From an optimization exercise on the open Yosys and OpenROAD flow, aimed at small area, a short achievable clock period and few clock cycles; shortcuts taken in it are not production practice.
Function was checked by simulation only, so behaviour that the tests miss may differ from the original.

## flow/design.v (module list and top-level ports; edited modules follow where they fit)
// module csa_fa: 10 lines
// module csa_ha: 9 lines
// module booth_enc: 20 lines
// module matmul2x2: 3528 lines
module matmul2x2 (
    input  logic         clk,
    input  logic         reset,
    input  logic [127:0] a,
    input  logic [127:0] b,
    output logic [255:0] c,
    output logic         ready
);
  // ...
==> flow/flow/run.sh <==
#!/bin/bash
# The standard layout (standard.sh, unchanged synthesis), except that the
# ports are buffered with plain sky130_fd_sc_hd__buf_4 cells instead of the
# delay cells ORFS picks by default.  The whole make output goes to
# flow_standard.log in this folder.
set -euo pipefail
bash standard.sh 'BUFFER_PORTS_ARGS=-buffer_cell sky130_fd_sc_hd__buf_4' finish > flow_standard.log 2>&1
==> flow/standard.sh <==
#!/bin/bash
# synth_recipe.tcl (not shown) runs the flow's synth.tcl, then flattens the netlist and writes it again
# the make line also repeats each setting of config.mk as NAME=value (left out here)
make -C /OpenROAD-flow-scripts/flow DESIGN_CONFIG=/design/flow/config.mk WORK_HOME=/design/flow/orfs CLKGATE_MAP_FILE= SYNTH_SCRIPT=/design/flow/synth_recipe.tcl "${@:-finish}"
==> flow/config.mk <==
export PLATFORM = sky130hd
export DESIGN_NAME = matmul2x2
export DESIGN_NICKNAME = matmul2x2
export VERILOG_FILES = /design/flow/design.v
export SDC_FILE = /design/flow/constraint.sdc
export NUM_CORES = 4
export LEC_CHECK = 0
export CAP_MARGIN = 20
export CORE_MARGIN = 2
export CORE_UTILIZATION = 55
export PLACE_DENSITY = 0.65
export SLEW_MARGIN = 20
export SYNTH_HIERARCHICAL = 1
export SYNTH_MINIMUM_KEEP_SIZE = 0
==> flow/constraint.sdc <==
create_clock -name core_clock -period 5.0 [get_ports {clk}]
set_input_delay 1.0000 -clock core_clock [delete_from_list [all_inputs] [get_ports {clk}]]
set_output_delay 1.0000 -clock core_clock [all_outputs]
set_load 0.01 [all_outputs]
==> flow_summary.json, run 1 <==
{
  "place_inst": 10300,
  "hold_end": "pr$_DFF_P_",
  "wl_per_cell_microns": 27.0,
  "synth_area_sq_mm": 0.0797,
  "first_pass_iters": 6,
  "ys_seq_area_frac": 0.204,
  "setup_tns_ps": 0,
  "fp.dieH_microns": 385,
  "mostFrequentLayoutCells": "mux2i_1, nand2_1, fa_1, buf_4, edfxtp_1",
  "required_ps": 5440,
  "clock.fmax_mhz": 210,
  "clock_path_buffers": 3,
  "layout.nets": 9896,
  "cts_tree": "yes",
  "synth.avg_cell_area_sq_um": 9.51,
  "rows": 139,
  "dp_hpwl_mm": 216,
  "core_area_sq_mm": 0.144,
  "ctsResizeCount": 0,
  "slew_violations": 0,
  "status": "no timing/DRC/antenna violations",
  "synth_top_area_frac": 0.201,
  "cpPeakStageDelay_ps": 740,
  "min_path_cells": 1,
  "seq_cells": 556,
  "clk_share": 0.0285,
  "drive_above_1_share": 0.118,
  "clkTransAtPathRegs_ps": 60,
  "antenna_found_initial": 25,
  "crit_buf_inv": 0,
  "met3_length_mm": 26.9
}
Testbench counts, summed over its fixed seeds: cycles 2,696.
==> run 2: changes to the inputs <==
--- a/flow/config.mk
+++ b/flow/config.mk
@@ -11,2 +11,3 @@
 export PLACE_DENSITY = 0.65
+export SETUP_SLACK_MARGIN = 0.4
 export SLEW_MARGIN = 20
==> flow_summary.json, run 2 <==
{
  "status": "no timing/DRC/antenna violations",
  "cts_inserted_buffers": 73,
  "final_common_cell": "mux2i_1",
  "drive_above_1_share": 0.119,
  "slew_violations": 0,
  "io_pins": 515,
  "gp_congestion": 1.01,
  "ys_top_cells_by_count": "mux2i_1, nand2_1, fa_1",
  "clock_path_buffers": 3,
  "ys_seq_area_frac": 0.204,
  "rows": 139,
  "setup.worst_path.class": "reg2reg",
  "fin_crit_sh": 0.899,
  "cts_tree": "yes",
  "startpoint_type": "flip-flop",
  "cts_max_level": 3,
  "clk_latency_ps": 670,
  "use_met3": 0.0768,
  "grt.total_usage": 0.368,
  "min_path_type": "in2reg",
  "drc_errors": 0,
  "fp.dieH_microns": 385,
  "critPathSlowestCell": "a21o_1",
  "core_area_sq_mm": 0.144,
  "crit_path_max_fanout": 28,
  "final_util": 0.615,
  "synth_area_leaders": "fa_1, edfxtp_1, mux2i_1",
  "hold_viol_final": 0,
  "fin_cells": 10400,
  "grt_pass1_wl_mm": 414,
  "setup_tns_ps": 0,
  "grt_util_met1": 0.507,
  "io_buffers": 514,
  "required_ps": 5410,
  "grt_pass1_vias": 65100,
  "via_count": 65400,
  "routed_wl_mm": 278,
  "viasPerCell": 6.27,
  "fin_worst_skew_ps": 34.8,
  "post-place-ws_ps": -148,
  "crit_buf_inv": 1,
  "startpoint": "q[0]$_DFF_P_",
  "worstSetupEndpointType": "flip-flop",
  "cp.arrival_ps": 4900,
  "ys.warnings.count": 7,
  "clock.fmax_mhz": 223,
  "place_inst": 10300,
  "clock-sinks": 556,
  "cp_common_cell": "fa_1",
  "setup_slack_ps": 507,
  "postRouteAntennaNets": 0,
  "synth_top_area_frac": 0.201,
  "cpPeakStageDelay_ps": 650,
  "relSlewSlack": 0.283,
  "dp_hpwl_mm": 215,
  "ctsResizeCount": 0,
  "syn-num-nets": 9831,
  "die_x_microns": 385,
  "fill_cells": 12200,
  "initial_core_util": 0.555,
  "first_pass_iters": 5,
  "period_needed_ps": 4490,
  "post-synth-top-count-cell": "mux2i_1",
  "drv_cap": 0,
  "clkTransAtPathRegs_ps": 60,
  "met2_usage": 0.571,
  "busiest_layer": "met2",
  "layout.nets": 9901,
  "grt_max_degree": 149,
  "antenna_found_initial": 22,
  "setup_viol": 0,
  "synth_ff_type": "edfxtp_1",
  "synth_edf_count": 512,
  "ys_ff_latch": 556,
  "regToRegStartpoint": "q[0]$_DFF_P_",
  "clockRootBuffer": "clkbuf_16",
  "cpLargestDelayFamily": "adder cells",
  "cts_setup_buffers": 0,
  "synth_cell_types": 86,
  "synth_top_area_cell": "fa_1",
  "drtIter0Drc": 6681,
  "grt_overflow": 0,
  "wl_per_cell_microns": 26.6,
  "cts-hold-fix-buffers": 0,
  "synth_cells": 8382,
  "rsz0062_at_grt": "false",
  "mostFrequentLayoutCells": "mux2i_1, nand2_1, fa_1, buf_4, edfxtp_1",
  "synth.avg_cell_area_sq_um": 9.51,
  "async_flop_share": 0,
  "design.die.area_sq_mm": 0.148,
  "tightestPinTransition_ps": 1060,
  "holdCritStartpoint": "reset",
  "worstPathCellList": "a21o_1, and3b_1, buf_4, mux2i_1, nand2_1, fa_1, fa_1, fa_1, fa_1, and2_1",
  "syn2layout_area_growth_pct": 10.9,
  "synth_area_sq_mm": 0.0797
}
==> run 2: final cells by class <==
class | instances | area [sq um] | share of cell area
clock buffer | 89 | 2000 | 0.0226
timing repair buffer | 733 | 6300 | 0.0713
inverter | 72 | 270 | 0.00306
antenna | 13 | 32.5 | 0.000368
sequential | 556 | 16300 | 0.184
tap | 1903 | 2380 | 0.0269
clock inverter | 45 | 494 | 0.00559
multi-input combinational | 7016 | 60700 | 0.686
==> run 2: per-stage QoR <==
stage / cell area [sq um] / hold WS [ps]
finish: 88400 / 504
global route: 88400 / 490
global placement: 85800 / 539
CTS: 88300 / 457
floorplan: 79700 / 515
detailed placement: 85900 / 549
==> run 2: logic make-up (layout without fill, tap and decap cells) <==
| family | after synthesis | after routing | synth area share |
|---|---|---|---|
| xor+xnor | 356 | 356 | 0.0391 |
| buf+inv | 810 | 939 | 0.0383 |
| compound gates | 1385 | 1385 | 0.109 |
| other cells | 0 | 13 | 0 |
| simple gates | 2594 | 2594 | 0.160 |
| fa+ha+maj | 1191 | 1191 | 0.262 |
| flops | 556 | 556 | 0.204 |
| mux | 1490 | 1490 | 0.187 |
==> run 2: final timing paths <==
kind                               end  depth (start not counted)  slack, ps
setup / recovery  C3[22]$_SDFFCE_PP0P_                         10        510
hold / removal              pr$_DFF_P_                          1        500
setup reg to reg  C3[22]$_SDFFCE_PP0P_                         10        510
hold reg to reg            fin$_DFF_P_                          1        570
==> run 2: worst register-to-register path, cell delays in order, from the launching register on <==
cell     delay [ps]
dfxtp_4         550
a21o_1          680
and3b_1         320
buf_4           240
mux2i_1         180
nand2_1          90
fa_1            490
fa_1            430
fa_1            540
fa_1            520
and2_1          190
==> run 2: metal layers <==
layer,up-vias,share of wire
li1,29300,-
met5,-,0.00045
met2,3081,0.45
met1,32500,0.42
met3,502,0.091
met4,18,0.040
==> run 2: modules after synthesis, one instance, submodules excluded <==
module	area [sq um]	flops+latches	copies in the design
csa_fa	20.0	0	796
csa_ha	12.5	0	136
matmul2x2	61100	556	1
booth_enc	41.3	0	24
==> run 3: changes to the inputs <==
--- a/flow/config.mk
+++ b/flow/config.mk
@@ -11,3 +11,3 @@
 export PLACE_DENSITY = 0.65
-export SETUP_SLACK_MARGIN = 0.4
+export SETUP_SLACK_MARGIN = 0.75
 export SLEW_MARGIN = 20
==> flow_summary.json, run 3 <==
{
  "status": "no timing/DRC/antenna violations",
  "clockRootBuffer": "clkbuf_16",
  "synth_top_area_cell": "fa_1",
  "synth_cells": 8382,
  "fin_crit_sh": 0.842,
  "grt_max_degree": 136,
  "cts_inserted_buffers": 73,
  "tightestPinTransition_ps": 1070,
  "required_ps": 5390,
  "ys_ff_latch": 556,
  "clock_path_buffers": 3,
  "fin_worst_skew_ps": 42.4,
  "drive_above_1_share": 0.135,
  "antenna_found_initial": 19,
  "setup_tns_ps": 0,
  "design.die.area_sq_mm": 0.148,
  "worstSetupEndpointType": "flip-flop",
  "clock-sinks": 556,
  "cts_tree": "yes",
  "layout.nets": 9893,
  "syn-num-nets": 9831,
  "cts_max_level": 3,
  "synth.avg_cell_area_sq_um": 9.51,
  "syn2layout_area_growth_pct": 11.3,
  "synth_ff_type": "edfxtp_1",
  "rrSetupSlack_ps": 790,
  "async_flop_share": 0,
  "gp_congestion": 0.977,
  "period_needed_ps": 4210,
  "mostFrequentLayoutCells": "mux2i_1, nand2_1, fa_1, buf_4, edfxtp_1",
  "postRouteAntennaNets": 0,
  "grt.total_usage": 0.372,
  "setup_viol": 0,
  "ys_top_cells_by_count": "mux2i_1, nand2_1, fa_1",
  "hold_viol_final": 0,
  "synth_cell_types": 86,
  "worstPathCellList": "nor2b_2, buf_4, mux2i_1, nand2_1, fa_2, fa_2, fa_1, fa_1, nand2_1, o21ai_0",
  "drtIter0Drc": 6451,
  "wl_per_cell_microns": 26.9,
  "io_buffers": 514,
  "min_path_type": "in2reg",
  "die_x_microns": 385,
  "cpPeakStageDelay_ps": 740,
  "rsz0062_at_grt": "true",
  "rows": 139,
  "ys_seq_area_frac": 0.204,
  "final_common_cell": "mux2i_1",
  "clock.fmax_mhz": 238,
  "clkTransAtPathRegs_ps": 60,
  "ys.warnings.count": 7,
  "cp.arrival_ps": 4600,
  "drv_cap": 0,
  "drc_errors": 0,
  "startpoint_type": "flip-flop",
  "setup.worst_path.class": "reg2reg",
  "first_pass_iters": 6,
  "via_count": 65400,
  "synth_edf_count": 512,
  "fp.dieH_microns": 385,
  "synth_top_area_frac": 0.201,
  "viasPerCell": 6.28,
  "core_area_sq_mm": 0.144,
  "slew_violations": 0,
  "dp_hpwl_mm": 215,
  "io_pins": 515,
  "grt_pass1_vias": 64900,
  "grt_pass1_wl_mm": 419,
  "holdWs_ps": 513,
  "crit_path_max_fanout": 12,
  "routed_wl_mm": 280,
  "crit_buf_inv": 1,
  "clk_latency_ps": 690,
  "relSlewSlack": 0.280,
  "synth_area_leaders": "fa_1, edfxtp_1, mux2i_1",
  "synth_area_sq_mm": 0.0797,
  "initial_core_util": 0.555,
  "post-synth-top-count-cell": "mux2i_1",
  "grt_overflow": 0,
  "critPathSlowestCell": "dfxtp_1",
  "cpLargestDelayFamily": "adder cells"
}
## run 3: stage by stage
stage / setup slack [ps] / std cells / utilization / cell area, sq um
2_1_floorplan: -37.2 / 8382 / - / 80200
3_3_place_gp: 108 / 10300 / 0.600 / 86200
3_5_place_dp: 24.9 / 10300 / 0.600 / 86200
4_1_cts: 764 / 10400 / 0.616 / 88500
5_1_grt: 739 / 10400 / 0.618 / 88800
6_report: 790 / 10400 / 0.618 / 88800
## run 3: what timing repair did
action                     4_1_cts  5_1_grt
hold buffers                     0        0
resized for setup               18       42
cloned                           0        1
setup endpoints to repair      220      187
setup buffers                    0        5
pin swaps                        0        5
## run 3: kinds of logic (layout without fill, tap and decap cells)
logic type,count (synthesis),in the layout,synth area share
other,0,7,0
adders and majority gates,1191,1191,0.262
buffers and inverters,810,926,0.0383
muxes,1490,1490,0.187
AOI/OAI and AO/OA,1385,1385,0.109
DFF,556,556,0.204
and+or+nand+nor,2594,2594,0.160
xor gates and xnor gates,356,356,0.0391
## run 3: Yosys stat by module, one instance, submodules excluded
module | flops+latches | cell area, sq um | cells | times used
csa_fa | 0 | 20.0 | 1 | 796
matmul2x2 | 556 | 61100 | 7306 | 1
csa_ha | 0 | 12.5 | 1 | 136
booth_enc | 0 | 41.3 | 6 | 24
## run 3: path summary, 6_finish.rpt
kind,start,endpoint,depth (start not counted)
worst max-delay path,no0_2$_DFF_P_,S2[34]$_DFFE_PP_,10
worst min-delay path,reset,pr$_DFF_P_,1
worst max register to register,no0_2$_DFF_P_,S2[34]$_DFFE_PP_,10
worst min register to register,ph[2]$_DFF_P_,fin$_DFF_P_,1
## run 3: layer usage
metal	wire length, microns	up-vias	GRT usage
li1	-	29300	-
met1	118000	32500	0.517
met2	125000	3116	0.572
met3	28900	428	0.0971
met4	8250	18	0.110
met5	114	-	0
## run 3: final cells by class
cell class                 instances  area [sq um]
sequential                       556         16300
clock buffer                      96          2010
antenna                            7          17.5
fill                           12200         54900
tap                             1903          2380
timing repair buffer             725          6370
multi-input combinational       7016         61200
inverter                          72           270
clock inverter                    33           260
## run 3: worst register-to-register path, cell delays in order, from the launching register on
cell,delay (ps)
dfxtp_1,740
nor2b_2,640
buf_4,300
mux2i_1,100
nand2_1,130
fa_2,470
fa_2,420
fa_1,480
fa_1,390
nand2_1,150
o21ai_0,120

==> re-timing with driven ports <==
How much do the figures lean on ideal ports? The routed layouts below were timed once more, with nothing changed but the port constraints.
Step 1 sets driving cells, clkbuf_16 on the clock port and buf_2 on the other inputs (assumed; they add their load-dependent delay and slew).
Step 2 also shifts input and output timing later by t, the mid clock arrival at the registers, as if the neighbouring blocks saw the same clock.
Slacks: ideal / step 1 / step 2; pairs: ideal / step 1.
run	shift t [ns]	setup slack, ns	worst hold slack (ns)	worst register clock-pin slew, ns
run 1	0.770	0.236 / 0.236 / -0.133	0.477 / 0.427 / 0.551	0.07 / 0.07
run 2	0.726	0.507 / 0.507 / -0.065	0.504 / 0.461 / 0.569	0.07 / 0.07
run 3	0.766	0.790 / 0.790 / 0.128	0.513 / 0.466 / 0.551	0.07 / 0.07
With both steps, setup timing fails in run 1 and run 2, where it was met with ideal ports. For run 3, which loses most, drivers alone change the setup slack by 0.000 ns; drivers and shift together by -0.662 ns.
